This is an optimization exercise on Yosys and OpenROAD, whose aim is small area and a short achievable clock period, not a production implementation.
RTL that was checked went through simulation tests only; none was proved equivalent to the original.
Power figures rest on the tool's default switching activity, not on a simulated workload.

==> flow/design.v <==
module gca_dlnv(
    input [31:0]    coord0,
    input [31:0]    coord1,
    input           ld,
    input           step,
    input           CLK,
    output          FC,
    output [20:0]   ADDR
);
    wire [10:0] xs = coord0[10:0];
    wire [9:0]  ys = coord0[20:11];
    wire [10:0] x1 = coord1[10:0];
    wire [9:0]  y1 = coord1[20:11];
    reg  [10:0] x;
    reg  [9:0]  y;
    reg         sx, sy;      
    reg  [10:0] dx;          
    reg  [9:0]  dy;          
    reg         xmaj;        
    reg  [11:0] h;           
    reg         eqx, eqy;    
    wire c = ~h[11];
    wire [11:0] tx = {1'b0, x1} + {1'b0, ~xs};
    wire [10:0] ty = {1'b0, y1} + {1'b0, ~ys};
    wire [10:0] adx = tx[11] ? tx[10:0] + 11'd1 : ~tx[10:0];
    wire [9:0]  ady = ty[10] ? ty[9:0] + 10'd1 : ~ty[9:0];
    wire [11:0] mn = xmaj ? {2'b0, dy} : {1'b0, dx};
    wire [11:0] mj = xmaj ? {1'b0, dx} : {2'b0, dy};
    wire [11:0] h0 = mn + ~{1'b0, mj[11:1]} + {11'd0, ~mj[0]};
    wire [11:0] hs = h + mn - (c ? mj : 12'd0);
    wire mx = step & (xmaj | c);
    wire my = step & (~xmaj | c);
    wire [10:0] xn = ld ? xs : mx ? x + (sx ? 11'h7ff : 11'h001) : x;
    wire [9:0]  yn = ld ? ys : my ? y + (sy ? 10'h3ff : 10'h001) : y;
    assign ADDR = {y, x};
    assign FC = ~ld & (xmaj ? eqx : eqy);
    always @(posedge CLK) begin
        x <= xn;
        y <= yn;
        eqx <= xn == x1;
        eqy <= yn == y1;
        if (ld) begin
            sx <= ~tx[11];
            sy <= ~ty[10];
            dx <= adx;
            dy <= ady;
            xmaj <= dx >= {1'b0, dy};
            h <= h0;
        end else if (step) begin
            h <= hs;
        end
    end
endmodule
clock: 5.0 ns
lec_check: 0
cap_margin: 20
core_margin: 2
core_utilization: 40
slew_margin: 20
standard.sh (not shown) runs the stock make flow with config.mk's settings and CLKGATE_MAP_FILE= SYNTH_SCRIPT=/design/flow/synth_recipe.tcl, a recipe that flattens the netlist after the stock synthesis.
==> flow/flow/run.sh <==
#!/bin/bash
# Own layout flow: the standard ORFS flow (standard.sh) with
#  - ORFS's full/half-adder extraction turned off, so ABC maps the adders
#  - plain buffers on the ports instead of the delay cells ORFS picks
set -euo pipefail
export ADDER_MAP_FILE=
export BUFFER_PORTS_ARGS="-buffer_cell sky130_fd_sc_hd__buf_2"
bash standard.sh > standard.log 2>&1
Then changed:
--- a/flow/design.v
+++ b/flow/design.v
@@ -21,8 +21,8 @@
     reg         eqx, eqy;    
     wire c = ~h[11];
-    wire [11:0] tx = {1'b0, x1} + {1'b0, ~xs};
-    wire [10:0] ty = {1'b0, y1} + {1'b0, ~ys};
-    wire [10:0] adx = tx[11] ? tx[10:0] + 11'd1 : ~tx[10:0];
-    wire [9:0]  ady = ty[10] ? ty[9:0] + 10'd1 : ~ty[9:0];
+    wire [11:0] px = {1'b0, x1} - {1'b0, xs};
+    wire [11:0] nx = {1'b0, xs} - {1'b0, x1};
+    wire [10:0] py = {1'b0, y1} - {1'b0, ys};
+    wire [10:0] ny = {1'b0, ys} - {1'b0, y1};
     wire [11:0] mn = xmaj ? {2'b0, dy} : {1'b0, dx};
     wire [11:0] mj = xmaj ? {1'b0, dx} : {2'b0, dy};
@@ -41,8 +41,8 @@
         eqy <= yn == y1;
         if (ld) begin
-            sx <= ~tx[11];
-            sy <= ~ty[10];
-            dx <= adx;
-            dy <= ady;
+            sx <= px[11];
+            sy <= py[10];
+            dx <= px[11] ? nx[10:0] : px[10:0];
+            dy <= py[10] ? ny[9:0] : py[9:0];
             xmaj <= dx >= {1'b0, dy};
             h <= h0;
After rerunning:
- The changed run passed the timing, design-rule and antenna checks
- power is higher by 8.9%
- combinational power is higher by 13%
- core utilization is lower by 1.1 points
- wire length is higher by about 23%
- global-route usage is higher by 0.90 points
- die area is higher by about 15%
- clock skew stays flat
- via count is higher by about 17%
- sequential share of layout area is lower by 2.2 points
For the first run of this note, only the layout was checked, not whether the RTL still works.

== zinc ==
gca_dlnv, a different RTL version from the one above (not shown whole).
For scale: roughly 740 cells after synthesis, about 0.0056 mm² of cells after synthesis.
==> module gca_dlnv, before the edit <==
module gca_dlnv(
    input [31:0]    coord0,
    input [31:0]    coord1,
    input           ld,
    input           step,
    input           CLK,
    output          FC,
    output [20:0]   ADDR
);
    wire [10:0] xs = coord0[10:0];
    wire [9:0]  ys = coord0[20:11];
    wire [10:0] x1 = coord1[10:0];
    wire [9:0]  y1 = coord1[20:11];
    reg  [10:0] x;
    reg  [9:0]  y;
    reg         sx, sy;      
    reg  [10:0] dx;          
    reg  [9:0]  dy;          
    reg  [11:0] q;           
    reg         xmaj_n;      
    reg  [11:0] h;           
    reg         eqx, eqy;    
    wire xmaj = q[11];
    wire [11:0] tx  = {1'b0, x1} + {1'b0, ~xs};
    wire [10:0] ty  = {1'b0, y1} + {1'b0, ~ys};
    wire [10:0] tx1 = x1 + ~xs + 11'd1;
    wire [9:0]  ty1 = y1 + ~ys + 10'd1;
    wire [10:0] adx = tx[11] ? tx1 : ~tx[10:0];
    wire [9:0]  ady = ty[10] ? ty1 : ~ty[9:0];
    wire [11:0] qn = {2'b0, dy} - {1'b0, dx};
    wire [11:0] h0 = q + (xmaj_n ? ~{3'b0, dy[9:1]} : {2'b0, dx[10:1]});
    wire gox = xmaj | h[11];         
    wire goy = xmaj_n | ~h[11];      
    wire both = gox & goy;
    wire [11:0] sa = xmaj ? {2'b0, dy} : ~{1'b0, dx};
    wire [11:0] hm = both ? q : sa;
    wire [11:0] hs = h + (hm & {12{step}}) + {11'd0, step & ~both & xmaj_n};
    wire mx = step & gox;
    wire my = step & goy;
    wire [10:0] wx = x ^ {11{sx}};
    wire [9:0]  wy = y ^ {10{sy}};
    wire [10:0] fx;
    wire [9:0]  fy;
    assign fx[0] = 1'b1;
    assign fy[0] = 1'b1;
    genvar i;
    generate
        for (i = 1; i < 11; i = i + 1) begin : gfx
            assign fx[i] = &wx[i-1:0];
        end
        for (i = 1; i < 10; i = i + 1) begin : gfy
            assign fy[i] = &wy[i-1:0];
        end
    endgenerate
    wire [10:0] ex = x ^ x1;
    wire [9:0]  ey = y ^ y1;
    wire eqx_hold = ~|ex;
    wire eqy_hold = ~|ey;
    wire eqx_step = ex == fx;
    wire eqy_step = ey == fy;
    assign ADDR = {y, x};
    assign FC = ~ld & (xmaj ? eqx : eqy);
    always @(posedge CLK) begin
        x <= ld ? xs : x ^ ({11{mx}} & fx);
        y <= ld ? ys : y ^ ({10{my}} & fy);
        eqx <= (mx & ~ld) ? eqx_step : eqx_hold;
        eqy <= (my & ~ld) ? eqy_step : eqy_hold;
        sx <= ~tx[11];
        sy <= ~ty[10];
        dx <= adx;
        dy <= ady;
        q <= qn;
        xmaj_n <= ~qn[11];
        h <= ld ? h0 : hs;
    end
endmodule
clock: 5.0 ns
lec_check: 0
cap_margin: 20
core_margin: 2
core_utilization: 40
setup_slack_margin: 2.2
slew_margin: 20
==> flow/flow/run.sh <==
#!/bin/bash
# Own layout flow: the standard ORFS flow (standard.sh) with
#  - ORFS's full/half-adder extraction turned off, so ABC maps the adders
#  - a shorter ABC mapping script (structural choices, then delay mapping)
#  - plain buffers on the ports instead of the delay cells ORFS picks
#  - a clock tree with larger sink clusters and no dummy loads
set -euo pipefail
here=$(pwd)
rm -rf "$here/scripts_mod"
cp -r "$FLOW_HOME/scripts" "$here/scripts_mod"
cp "$here/flow/abc_speed.script" "$here/scripts_mod/abc_speed.script"
export SCRIPTS_DIR="$here/scripts_mod"
export ADDER_MAP_FILE=
export BUFFER_PORTS_ARGS="-buffer_cell sky130_fd_sc_hd__buf_1"
export CTS_ARGS="-sink_clustering_enable -repair_clock_nets -dont_use_dummy_load -sink_clustering_size 40 -sink_clustering_max_diameter 150 -buf_list {sky130_fd_sc_hd__clkbuf_4}"
bash standard.sh > standard.log 2>&1
==> flow/flow/abc_speed.script <==
&get -n
&st
&dch
&nf
&put
zinc completed; timing, DRC and antenna clean
Here is what was changed in the inputs of fjord compared with zinc.
diff --git a/flow/design.v b/flow/design.v
--- a/flow/design.v
+++ b/flow/design.v
@@ -29,9 +29,10 @@
     wire [9:0]  ady = ty[10] ? ty1 : ~ty[9:0];
     wire [11:0] qn = {2'b0, dy} - {1'b0, dx};
-    wire [11:0] h0 = q + (xmaj_n ? ~{3'b0, dy[9:1]} : {2'b0, dx[10:1]});
+    wire [11:0] sa = xmaj ? {2'b0, dy} : ~{1'b0, dx};
+    wire [12:0] h2 = {q[11], q} + {sa[11], sa};
+    wire [11:0] h0 = h2[12:1];
     wire gox = xmaj | h[11];         
     wire goy = xmaj_n | ~h[11];      
     wire both = gox & goy;
-    wire [11:0] sa = xmaj ? {2'b0, dy} : ~{1'b0, dx};
     wire [11:0] hm = both ? q : sa;
     wire [11:0] hs = h + (hm & {12{step}}) + {11'd0, step & ~both & xmaj_n};
## What came out
Synthesized cell count: fjord and zinc compared, higher one is zinc. Comparing proportion of layout cells with a drive suffix above 1 for fjord and zinc, the bigger number came from fjord. Compared with zinc, in fjord number of cells traversed by the worst register-to-register path fell by 1; worst setup slack rose by 3.8 ps. Register-to-register slack delta for fjord relative to zinc: 50 ps higher. When the final numbers for fjord and zinc were put side by side, the global-route met1 utilization turned out to be smaller in fjord. Looking at last element of the critical path, the h[11] result is from zinc; the FC one comes from fjord. Worst ir drop on vdd (fjord over zinc): decrease, 14%. Comparing fjord with zinc, the peak clock frequency supported by timing came out essentially unchanged. Of fjord and zinc, the run reporting the higher met2 capacity usage during global routing was fjord.
The RTL of fjord was laid out without a check of its function.

the baseline:
gca_dlnv, a different RTL version from the one above (not shown whole).
Size: roughly 680 cells after synthesis, ~60 flip-flops.
Design gca_dlnv, start of the top module:
module gca_dlnv(
    input [31:0]    coord0,
    input [31:0]    coord1,
    input           ld,
    input           step,
    input           CLK,
    output          FC,
    output [20:0]   ADDR
);
==> module gca_dlnv, before the edit <==
module gca_dlnv(
    input [31:0]    coord0,
    input [31:0]    coord1,
    input           ld,
    input           step,
    input           CLK,
    output          FC,
    output [20:0]   ADDR
);
    wire [10:0] xs = coord0[10:0];
    wire [9:0]  ys = coord0[20:11];
    wire [10:0] x1 = coord1[10:0];
    wire [9:0]  y1 = coord1[20:11];
    reg  [10:0] x;
    reg  [9:0]  y;
    reg         sx, sy;      
    reg  [10:0] dx;          
    reg  [9:0]  dy;          
    reg         xmaj;        
    reg         xmaj_n;      
    reg         xmaj_m;      
    reg  [11:0] h;           
    reg         eqx, eqy;    
    wire [11:0] tx  = {1'b0, x1} + {1'b0, ~xs};
    wire [10:0] ty  = {1'b0, y1} + {1'b0, ~ys};
    wire [10:0] tx1 = x1 + ~xs + 11'd1;
    wire [9:0]  ty1 = y1 + ~ys + 10'd1;
    wire [10:0] adx = tx[11] ? tx1 : ~tx[10:0];
    wire [9:0]  ady = ty[10] ? ty1 : ~ty[9:0];
    wire        cmp = dx >= {1'b0, dy};
    wire gox = xmaj | h[11];         
    wire goy = xmaj_n | ~h[11];      
    wire [11:0] sa  = xmaj_m ? {2'b0, dy} : {3'b0, dy[9:1]};
    wire [11:0] sb  = xmaj_m ? ~{2'b0, dx[10:1]} : ~{1'b0, dx};
    wire        sci = xmaj_m ? ~dx[0] : dy[0];
    wire [11:0] h0  = sa + sb + {11'd0, sci};
    wire [11:0] pa = {2'b0, dy & {10{gox}}};
    wire [11:0] pb = ~{1'b0, dx & {11{goy}}};
    wire [11:0] cs = h ^ pa ^ pb;
    wire [11:0] cc = (h & pa) | (h & pb) | (pa & pb);
    wire [11:0] hs = cs + {cc[10:0], 1'b1};
    wire mx = step & ~ld & gox;
    wire my = step & ~ld & goy;
    wire [10:0] wx = x ^ {11{sx}};
    wire [9:0]  wy = y ^ {10{sy}};
    wire [10:0] fx;
    wire [9:0]  fy;
    assign fx[0] = 1'b1;
    assign fy[0] = 1'b1;
    genvar i;
    generate
        for (i = 1; i < 11; i = i + 1) begin : gfx
            assign fx[i] = &wx[i-1:0];
        end
        for (i = 1; i < 10; i = i + 1) begin : gfy
            assign fy[i] = &wy[i-1:0];
        end
    endgenerate
    wire [10:0] xn = ld ? xs : x ^ ({11{mx}} & fx);
    wire [9:0]  yn = ld ? ys : y ^ ({10{my}} & fy);
    assign ADDR = {y, x};
    assign FC = ~ld & (xmaj ? eqx : eqy);
    always @(posedge CLK) begin
        x <= xn;
        y <= yn;
        eqx <= xn == x1;
        eqy <= yn == y1;
        sx <= ~tx[11];
        sy <= ~ty[10];
        dx <= adx;
        dy <= ady;
        xmaj <= cmp;
        xmaj_n <= ~cmp;
        xmaj_m <= cmp;
        if (ld) begin
            h <= h0;
        end else if (step) begin
            h <= hs;
        end
    end
endmodule
export LEC_CHECK = 0
export CAP_MARGIN = 20
export CORE_MARGIN = 2
export CORE_UTILIZATION = 40
export SETUP_SLACK_MARGIN = 2.2
export SLEW_MARGIN = 20
create_clock -name core_clock -period 5.0 [get_ports {CLK}]
==> flow/flow/run.sh <==
#!/bin/bash
# Own layout flow: the standard ORFS flow (standard.sh) with
#  - ORFS's full/half-adder extraction turned off, so ABC maps the adders
#  - a shorter ABC mapping script (structural choices, then delay mapping)
#  - plain buffers on the ports instead of the delay cells ORFS picks
#  - a clock tree with larger sink clusters and no dummy loads
set -euo pipefail
here=$(pwd)
rm -rf "$here/scripts_mod"
cp -r "$FLOW_HOME/scripts" "$here/scripts_mod"
cp "$here/flow/abc_speed.script" "$here/scripts_mod/abc_speed.script"
export SCRIPTS_DIR="$here/scripts_mod"
export ADDER_MAP_FILE=
export BUFFER_PORTS_ARGS="-buffer_cell sky130_fd_sc_hd__buf_1"
export CTS_ARGS="-sink_clustering_enable -repair_clock_nets -dont_use_dummy_load -sink_clustering_size ${CTS_SINKS:-20} -buf_list {sky130_fd_sc_hd__clkbuf_4 sky130_fd_sc_hd__clkbuf_8}"
bash standard.sh > standard.log 2>&1
Scripts as last shown in full above: flow/flow/abc_speed.script
Changes in the candidate relative to the baseline:
==> flow/design.v <==
module gca_dlnv(
    input [31:0]    coord0,
    input [31:0]    coord1,
    input           ld,
    input           step,
    input           CLK,
    output          FC,
    output [20:0]   ADDR
);
    wire [10:0] xs = coord0[10:0];
    wire [9:0]  ys = coord0[20:11];
    wire [10:0] x1 = coord1[10:0];
    wire [9:0]  y1 = coord1[20:11];
    reg  [10:0] x;
    reg  [9:0]  y;
    reg         sx, sy;      
    reg  [10:0] dx;          
    reg  [9:0]  dy;          
    reg  [11:0] q;           
    reg         xmaj_n;      
    reg  [11:0] h;           
    reg         eqx, eqy;    
    wire xmaj = q[11];
    wire [11:0] tx  = {1'b0, x1} + {1'b0, ~xs};
    wire [10:0] ty  = {1'b0, y1} + {1'b0, ~ys};
    wire [10:0] tx1 = x1 + ~xs + 11'd1;
    wire [9:0]  ty1 = y1 + ~ys + 10'd1;
    wire [10:0] adx = tx[11] ? tx1 : ~tx[10:0];
    wire [9:0]  ady = ty[10] ? ty1 : ~ty[9:0];
    wire [11:0] qn = {2'b0, dy} - {1'b0, dx};
    wire [11:0] h0 = q + (xmaj_n ? ~{3'b0, dy[9:1]} : {2'b0, dx[10:1]});
    wire gox = xmaj | h[11];         
    wire goy = xmaj_n | ~h[11];      
    wire both = gox & goy;
    wire [11:0] sa = xmaj ? {2'b0, dy} : ~{1'b0, dx};
    wire [11:0] hs = h + (both ? q : sa) + {11'd0, ~both & xmaj_n};
    wire mx = step & gox;
    wire my = step & goy;
    wire [10:0] wx = x ^ {11{sx}};
    wire [9:0]  wy = y ^ {10{sy}};
    wire [10:0] fx;
    wire [9:0]  fy;
    assign fx[0] = 1'b1;
    assign fy[0] = 1'b1;
    genvar i;
    generate
        for (i = 1; i < 11; i = i + 1) begin : gfx
            assign fx[i] = &wx[i-1:0];
        end
        for (i = 1; i < 10; i = i + 1) begin : gfy
            assign fy[i] = &wy[i-1:0];
        end
    endgenerate
    wire [10:0] ex = x ^ x1;
    wire [9:0]  ey = y ^ y1;
    wire eqx_hold = ~|ex;
    wire eqy_hold = ~|ey;
    wire eqx_step = ex == fx;
    wire eqy_step = ey == fy;
    assign ADDR = {y, x};
    assign FC = ~ld & (xmaj ? eqx : eqy);
    always @(posedge CLK) begin
        x <= ld ? xs : x ^ ({11{mx}} & fx);
        y <= ld ? ys : y ^ ({10{my}} & fy);
        eqx <= (mx & ~ld) ? eqx_step : eqx_hold;
        eqy <= (my & ~ld) ? eqy_step : eqy_hold;
        sx <= ~tx[11];
        sy <= ~ty[10];
        dx <= adx;
        dy <= ady;
        q <= qn;
        xmaj_n <= ~qn[11];
        if (ld) begin
            h <= h0;
        end else if (step) begin
            h <= hs;
        end
    end
endmodule
[summary]
Diff the baseline -> the candidate | share of the core filled with cells in the final layout | decrease of 1.9 points. Delta (the candidate minus the baseline): cell count after placement picked up an extra 7.2%, share of power burned in combinational logic lost 9.0 points, initial antenna violation count neither gained nor lost much. Post-route worst hold slack: lower on the candidate. Summary: with the baseline as the reference, sink count of the clock tree in the candidate moved up by more than 10%. Per the comparison of the candidate with the baseline, maximum clock rate went up, worst setup slack picked up an extra 0.16 ns, number of cells on the critical path shows a reduction of 2, power share of the clock group saw an increase, post-detailed-route wirelength per cell shrank by about 14%.

-- port drivers added, routing unchanged --
In the flow no input, the clock included, has a driving cell. The finished layouts below were timed again as built, in two steps.
Step 1 sets driving cells, clkbuf_16 on the clock port and buf_2 on the other inputs (assumed; they add their load-dependent delay and slew).
Step 2 also shifts input and output timing later by t, the mid clock arrival at the registers, as if the neighbouring blocks saw the same clock.
Three values: no drivers, after step 1, after step 2; two values: the first two.
run	t (ns)	setup slack, ns	hold WS [ns]	clock arrival spread, ns	worst data-port slew with drivers (ns)
the first run of note 1	0.378	1.079 / 1.081 / 0.716	0.667 / 0.667 / 0.667	0.012 / 0.012	0.04
the second run of note 1	0.388	1.373 / 1.373 / 1.085	0.629 / 0.629 / 0.629	0.015 / 0.015	0.04
zinc	0.454	2.285 / 2.285 / 1.844	0.481 / 0.481 / 0.481	0.025 / 0.025	0.04
fjord	0.459	2.288 / 2.262 / 1.891	0.494 / 0.494 / 0.494	0.029 / 0.029	0.03
the baseline	0.380	2.105 / 2.119 / 1.739	0.604 / 0.604 / 0.604	0.017 / 0.016	0.04
the candidate	0.375	2.267 / 2.267 / 1.948	0.474 / 0.474 / 0.474	0.022 / 0.022	0.03
After both steps every run listed still meets setup and hold. The setup slack of zinc, which loses most, moves by 0.000 ns with the drivers and by -0.441 ns with both steps.
